What follows belongs to an exercise in optimizing a design on an open flow for small area; a production flow would make more cautious choices.
The RTL was checked by simulation tests, not by an equivalence proof against the original design.
The clock input has no modelled driver; a real chip could not lean on it and would need a root buffer or a full tree.
Power and IR drop assume default switching activity.

==> xenon: inputs <==
Design cla64_reg, start of the top module:
module cla64_reg(
	input	wire		clk,
	input	wire	[63:0]	A,
	input	wire	[63:0]	B,
	input	wire		Cin,
	output	reg	[63:0]	S,
	output	reg		Cout
);
export LEC_CHECK = 0
export ABC_CLOCK_PERIOD_IN_PS = 3000
export CAP_MARGIN = 20
export CORE_MARGIN = 2
export CORE_UTILIZATION = 60
export GPL_TIMING_DRIVEN = 0
export SLEW_MARGIN = 20
export SYNTH_HIERARCHICAL = 1
export SYNTH_MINIMUM_KEEP_SIZE = 0
create_clock -name core_clock -period 3.0 [get_ports {clk}]
standard.sh (not shown) runs the stock make flow with config.mk's settings and CLKGATE_MAP_FILE= SYNTH_SCRIPT=/design/flow/synth_recipe.tcl, a recipe that flattens the netlist after the stock synthesis.
==> flow/flow/run.sh <==
#!/bin/bash
# Standard ORFS layout (the standard.sh) with changes that only affect
# how the layout is built:
#  - after floorplanning, every combinational cell is swapped for the
#    smallest cell of its family (downsize.tcl); the flow's timing repair
#    then sizes up only the cells that need it,
#  - port buffers use the smallest buffer cell,
#  - the clock tree uses small clock buffers and no dummy loads,
#  - after global routing, cells on paths with slack are downsized
#    (ORFS's power recovery step).
set -euo pipefail
export BUFFER_PORTS_ARGS="-buffer_cell sky130_fd_sc_hd__buf_1"
export CTS_ARGS="-sink_clustering_enable -repair_clock_nets -buf_list sky130_fd_sc_hd__clkbuf_16 -sink_clustering_size 60 -sink_clustering_max_diameter 300 -dont_use_dummy_load"
export RECOVER_POWER=100
here=$(pwd)
bash standard.sh floorplan > flow_make_floorplan.log 2>&1
res=$here/orfs/results/$FLOW_PLATFORM/cla64_reg/base
cp $res/2_floorplan.odb $res/2_floorplan_synth_sizes.odb
ODB_IN=$res/2_floorplan_synth_sizes.odb ODB_OUT=$res/2_floorplan.odb \
  openroad -no_init -exit flow/downsize.tcl > downsize.log 2>&1
bash standard.sh > flow_make.log 2>&1
==> flow/flow/downsize.tcl <==
# Swap every combinational cell of the synthesized netlist for the smallest
# cell of its family (same function, lower drive strength), so that later
# timing repair sizes up only the cells that need it.
# usage: openroad -exit downsize.tcl   (env ODB_IN, ODB_OUT)
read_db $::env(ODB_IN)
set db [ord::get_db]
set block [ord::get_db_block]
array set best {}
foreach lib [$db getLibs] {
  foreach m [$lib getMasters] {
    set n [$m getName]
    if {![regexp {^(sky130_fd_sc_hd__[a-z0-9]+)_([0-9]+)$} $n -> base drive]} { continue }
    set a [expr {[$m getWidth] * [$m getHeight]}]
    if {![info exists best($base)] || $a < [lindex $best($base) 1]} {
      set best($base) [list $m $a]
    }
  }
}
set n 0
foreach inst [$block getInsts] {
  set m [$inst getMaster]
  set name [$m getName]
  if {![regexp {^(sky130_fd_sc_hd__[a-z0-9]+)_([0-9]+)$} $name -> base drive]} { continue }
  if {[string match "*df*" $base] || [string match "*clk*" $base] || [string match "*tap*" $base]} { continue }
  set a [expr {[$m getWidth] * [$m getHeight]}]
  set b $best($base)
  if {[lindex $b 1] < $a} {
    $inst swapMaster [lindex $b 0]
    incr n
  }
}
puts "downsize: swapped $n instances"
write_db $::env(ODB_OUT)
==> inputs of cedar, as changes to xenon <==
--- a/flow/flow/run.sh
+++ b/flow/flow/run.sh
@@ -5,14 +5,18 @@
 #    smallest cell of its family (downsize.tcl); the flow's timing repair
 #    then sizes up only the cells that need it,
 #  - port buffers use the smallest buffer cell,
-#  - the clock tree uses small clock buffers and no dummy loads,
+#  - the clock tree is a balanced two-level tree of small clock buffers
+#    (mycts.tcl, through ORFS's PRE_CTS_TCL hook) instead of TritonCTS's,
 #  - after global routing, cells on paths with slack are downsized
 #    (ORFS's power recovery step).
 set -euo pipefail
+here=$(pwd)
 export BUFFER_PORTS_ARGS="-buffer_cell sky130_fd_sc_hd__buf_1"
-export CTS_ARGS="-sink_clustering_enable -repair_clock_nets -buf_list sky130_fd_sc_hd__clkbuf_16 -sink_clustering_size 60 -sink_clustering_max_diameter 300 -dont_use_dummy_load"
+export PRE_CTS_TCL=$here/flow/cts_hook.tcl
+export MYCTS_DIR=$here/flow
+export MYCTS_NX=3 MYCTS_NY=4
+export MYCTS_LEAF=sky130_fd_sc_hd__clkbuf_4 MYCTS_ROOT=sky130_fd_sc_hd__clkbuf_4
 export RECOVER_POWER=100
-here=$(pwd)
 bash standard.sh floorplan > flow_make_floorplan.log 2>&1
 res=$here/orfs/results/$FLOW_PLATFORM/cla64_reg/base
 cp $res/2_floorplan.odb $res/2_floorplan_synth_sizes.odb
==> flow/flow/cts_hook.tcl (new file) <==
# PRE_CTS_TCL hook: build the clock tree with mycts.tcl instead of TritonCTS.
# The rest of ORFS's CTS step (timing repair, detailed placement) runs as usual.
source $::env(MYCTS_DIR)/mycts.tcl
rename clock_tree_synthesis tritoncts_clock_tree_synthesis
proc clock_tree_synthesis { args } {
  mycts_build
  set_propagated_clock [all_clocks]
}
==> flow/flow/mycts.tcl (new file) <==
# A small two-level clock tree, used in place of TritonCTS: the clock port
# drives one root clock buffer, which drives one leaf clock buffer per group
# of flip-flops; the flip-flops are split into groups by position (columns,
# then rows within a column).  Leaves sit at their group's centroid, the root
# at the centroid of the leaves.  Settings (environment):
#   MYCTS_NX, MYCTS_NY   groups across and up (default 2 x 2)
#   MYCTS_LEAF, MYCTS_ROOT  buffer cells
proc mycts_env { name default } {
  if { [info exists ::env($name)] && $::env($name) ne "" } { return $::env($name) }
  return $default
}

proc mycts_build { } {
  set nx [mycts_env MYCTS_NX 2]
  set ny [mycts_env MYCTS_NY 2]
  set leafm_name [mycts_env MYCTS_LEAF sky130_fd_sc_hd__clkbuf_8]
  set rootm_name [mycts_env MYCTS_ROOT sky130_fd_sc_hd__clkbuf_4]
  set db [ord::get_db]
  set block [ord::get_db_block]
  set leafm [$db findMaster $leafm_name]
  set rootm [$db findMaster $rootm_name]
  set clknet [$block findNet clk]
  set sinks {}
  foreach it [$clknet getITerms] {
    set inst [$it getInst]
    set loc [$inst getLocation]
    lappend sinks [list $it [lindex $loc 0] [lindex $loc 1]]
  }
  set n [llength $sinks]
  set sinks [lsort -integer -index 1 $sinks]
  set groups {}
  for { set cx 0 } { $cx < $nx } { incr cx } {
    set lo [expr { $cx * $n / $nx }]
    set hi [expr { ($cx + 1) * $n / $nx - 1 }]
    set col [lsort -integer -index 2 [lrange $sinks $lo $hi]]
    set m [llength $col]
    for { set cy 0 } { $cy < $ny } { incr cy } {
      set l2 [expr { $cy * $m / $ny }]
      set h2 [expr { ($cy + 1) * $m / $ny - 1 }]
      lappend groups [lrange $col $l2 $h2]
    }
  }
  # root buffer, fed by the clock port
  set root [odb::dbInst_create $block $rootm "mycts_root"]
  set rootnet [odb::dbNet_create $block "mycts_root_net"]
  $rootnet setSigType CLOCK
  [$root findITerm A] connect $clknet
  [$root findITerm X] connect $rootnet
  set sx 0; set sy 0; set k 0
  foreach g $groups {
    set gx 0; set gy 0
    foreach s $g { incr gx [lindex $s 1]; incr gy [lindex $s 2] }
    set gx [expr { $gx / [llength $g] }]
    set gy [expr { $gy / [llength $g] }]
    set leaf [odb::dbInst_create $block $leafm "mycts_leaf_$k"]
    set net [odb::dbNet_create $block "mycts_leaf_net_$k"]
    $net setSigType CLOCK
    [$leaf findITerm A] connect $rootnet
    [$leaf findITerm X] connect $net
    foreach s $g {
      set it [lindex $s 0]
      $it disconnect
      $it connect $net
    }
    $leaf setLocation $gx $gy
    $leaf setPlacementStatus PLACED
    incr sx $gx; incr sy $gy; incr k
  }
  $root setLocation [expr { $sx / $k }] [expr { $sy / $k }]
  $root setPlacementStatus PLACED
  $clknet setSigType CLOCK
  puts "mycts: $n sinks, $k leaf buffers ($leafm_name), root $rootm_name"
}
GPL_TIMING_DRIVEN = 1   (was 0)
==> metrics.csv <==
metric,value,unit
p_comb_share,24.0,%
first_global_vias,3693,
p_switching,1.07,mW
r2r_slack,2.57,ns
power.density,629,nW/µm²
fin_cells,828,
clkPwrFrac,17.8,%
worst_slew_pin_slew,0.384,ns
wl_per_cell,11.5,µm
clk-power,0.676,mW
seq_share,43.1,%
status,timing/DRC/antenna clean,
That was cedar.
==> metrics.csv <==
metric,value,unit
clkPwrFrac,33.3,%
r2r_slack,2.59,ns
power.density,752,nW/µm²
status,timing/DRC/antenna clean,
clk-power,1.54,mW
p_switching,1.17,mW
worst_slew_pin_slew,0.420,ns
fin_cells,800,
wl_per_cell,11.9,µm
seq_share,42.3,%
That was xenon.
In cedar the design's own scripts or RTL, not TritonCTS, make the clock network.


==> run B: inputs <==
cla64_reg, a different RTL version from the one above (not shown whole).
==> flow/config.mk <==
export PLATFORM = sky130hd
export DESIGN_NAME = cla64_reg
export DESIGN_NICKNAME = cla64_reg
export VERILOG_FILES = /design/flow/design.v
export SDC_FILE = /design/flow/constraint.sdc
export NUM_CORES = 4
export LEC_CHECK = 0
export ABC_AREA = 1
export CAP_MARGIN = 20
export CORE_MARGIN = 2
export CORE_UTILIZATION = 40
export SLEW_MARGIN = 20
==> flow/constraint.sdc <==
create_clock -name core_clock -period 3.0 [get_ports {clk}]
set_input_delay 0.6000 -clock core_clock [delete_from_list [all_inputs] [get_ports {clk}]]
set_output_delay 0.6000 -clock core_clock [all_outputs]
set_load 0.01 [all_outputs]
==> flow/flow/run.sh <==
#!/bin/bash
# Standard ORFS layout (the standard.sh), with the port buffers made
# from the smallest buffer instead of the default choice.
set -euo pipefail
export BUFFER_PORTS_ARGS="-buffer_cell sky130_fd_sc_hd__buf_1"
bash standard.sh > flow_make.log 2>&1
==> run D: changes against run B <==
==> flow/flow/run.sh (replaced) <==
#!/bin/bash
# Standard ORFS layout (the standard.sh), with the port buffers made
# from the smallest buffer, and a clock tree of small clock buffers
# without dummy loads.
set -euo pipefail
export BUFFER_PORTS_ARGS="-buffer_cell sky130_fd_sc_hd__buf_1"
export CTS_ARGS="-sink_clustering_enable -repair_clock_nets -buf_list sky130_fd_sc_hd__clkbuf_4 -dont_use_dummy_load"
bash standard.sh > flow_make.log 2>&1
CORE_UTILIZATION = 60   (was 40)
GPL_TIMING_DRIVEN = 0   (was default)
==> comparison table <==
quantity	run B	run D
Worst slew margin relative to its limit	76.0%	75.9%
Number of standard-cell rows in the floorplan	42	34
Part of the total power dissipated in the clock network	41.6%	19.5%
Crit path max fanout	2	7
Routed length on met2	5250 um	5190 um
Gpl congestion	0.916	0.838
Sw Pwr	1.33 mW	1.09 mW
Worst slack on hold paths	0.324 ns	0.310 ns
Instance count after placement with tap cells included	947	862
Worst Max-Slew Pin Slew	0.357 ns	0.359 ns
Leakage power summed over all cells	3.42 nW	3.09 nW
First-pass GRT wire length	18000 um	16800 um
Width of the die	121 um	99.2 um
Worst-case setup slack after placement	-0.0134 ns	-0.214 ns
Outcome	complete, no violations	complete, no violations
Seq area share	36.4%	40.5%
Clock root buffer master	sky130_fd_sc_hd__clkbuf_16	sky130_fd_sc_hd__clkbuf_4
Power consumed by combinational cells	905 uW	870 uW
Peak Freq	382 MHz	367 MHz
Power Dens Cells	744 mW/mm2	593 mW/mm2
Hpwl dp	9000 um	8590 um

## port drivers added, routing unchanged
The results above use ideal ports. As a check the final layouts listed here were re-extracted and re-timed, cells and wires unchanged.
Step 1 assumes that a clkbuf_16 drives the clock port and a buf_2 every other input.
Step 2 adds t to the input delays and takes it off the output delays; t is the mean of the earliest and latest rising clock arrival at the registers after step 1. Input paths then give back, and output paths get back, about the clock's delay inside the block.
a / b / c = no drivers / after step 1 / after step 2; a / b = the first two.
| run | shift t [ns] | setup slack, ns | worst setup path at the end | worst register clock-pin slew, ns | worst slew at a driven data input, ns |
|---|---|---|---|---|---|
| xenon | 0.420 | 0.127 / 0.141 / -0.280 | input to register | 0.05 / 0.05 | 0.05 |
| cedar | 0.504 | 0.214 / 0.225 / -0.278 | input to register | 0.11 / 0.11 | 0.06 |
| run B | 0.446 | 0.383 / 0.399 / -0.046 | input to register | 0.06 / 0.06 | 0.05 |
| run D | 0.500 | 0.272 / 0.278 / -0.222 | input to register | 0.11 / 0.11 | 0.06 |
With both steps, setup timing fails in every run listed, where it was met with ideal ports. The setup slack of run D, which loses most, moves by +0.006 ns with the drivers and by -0.494 ns with both steps.
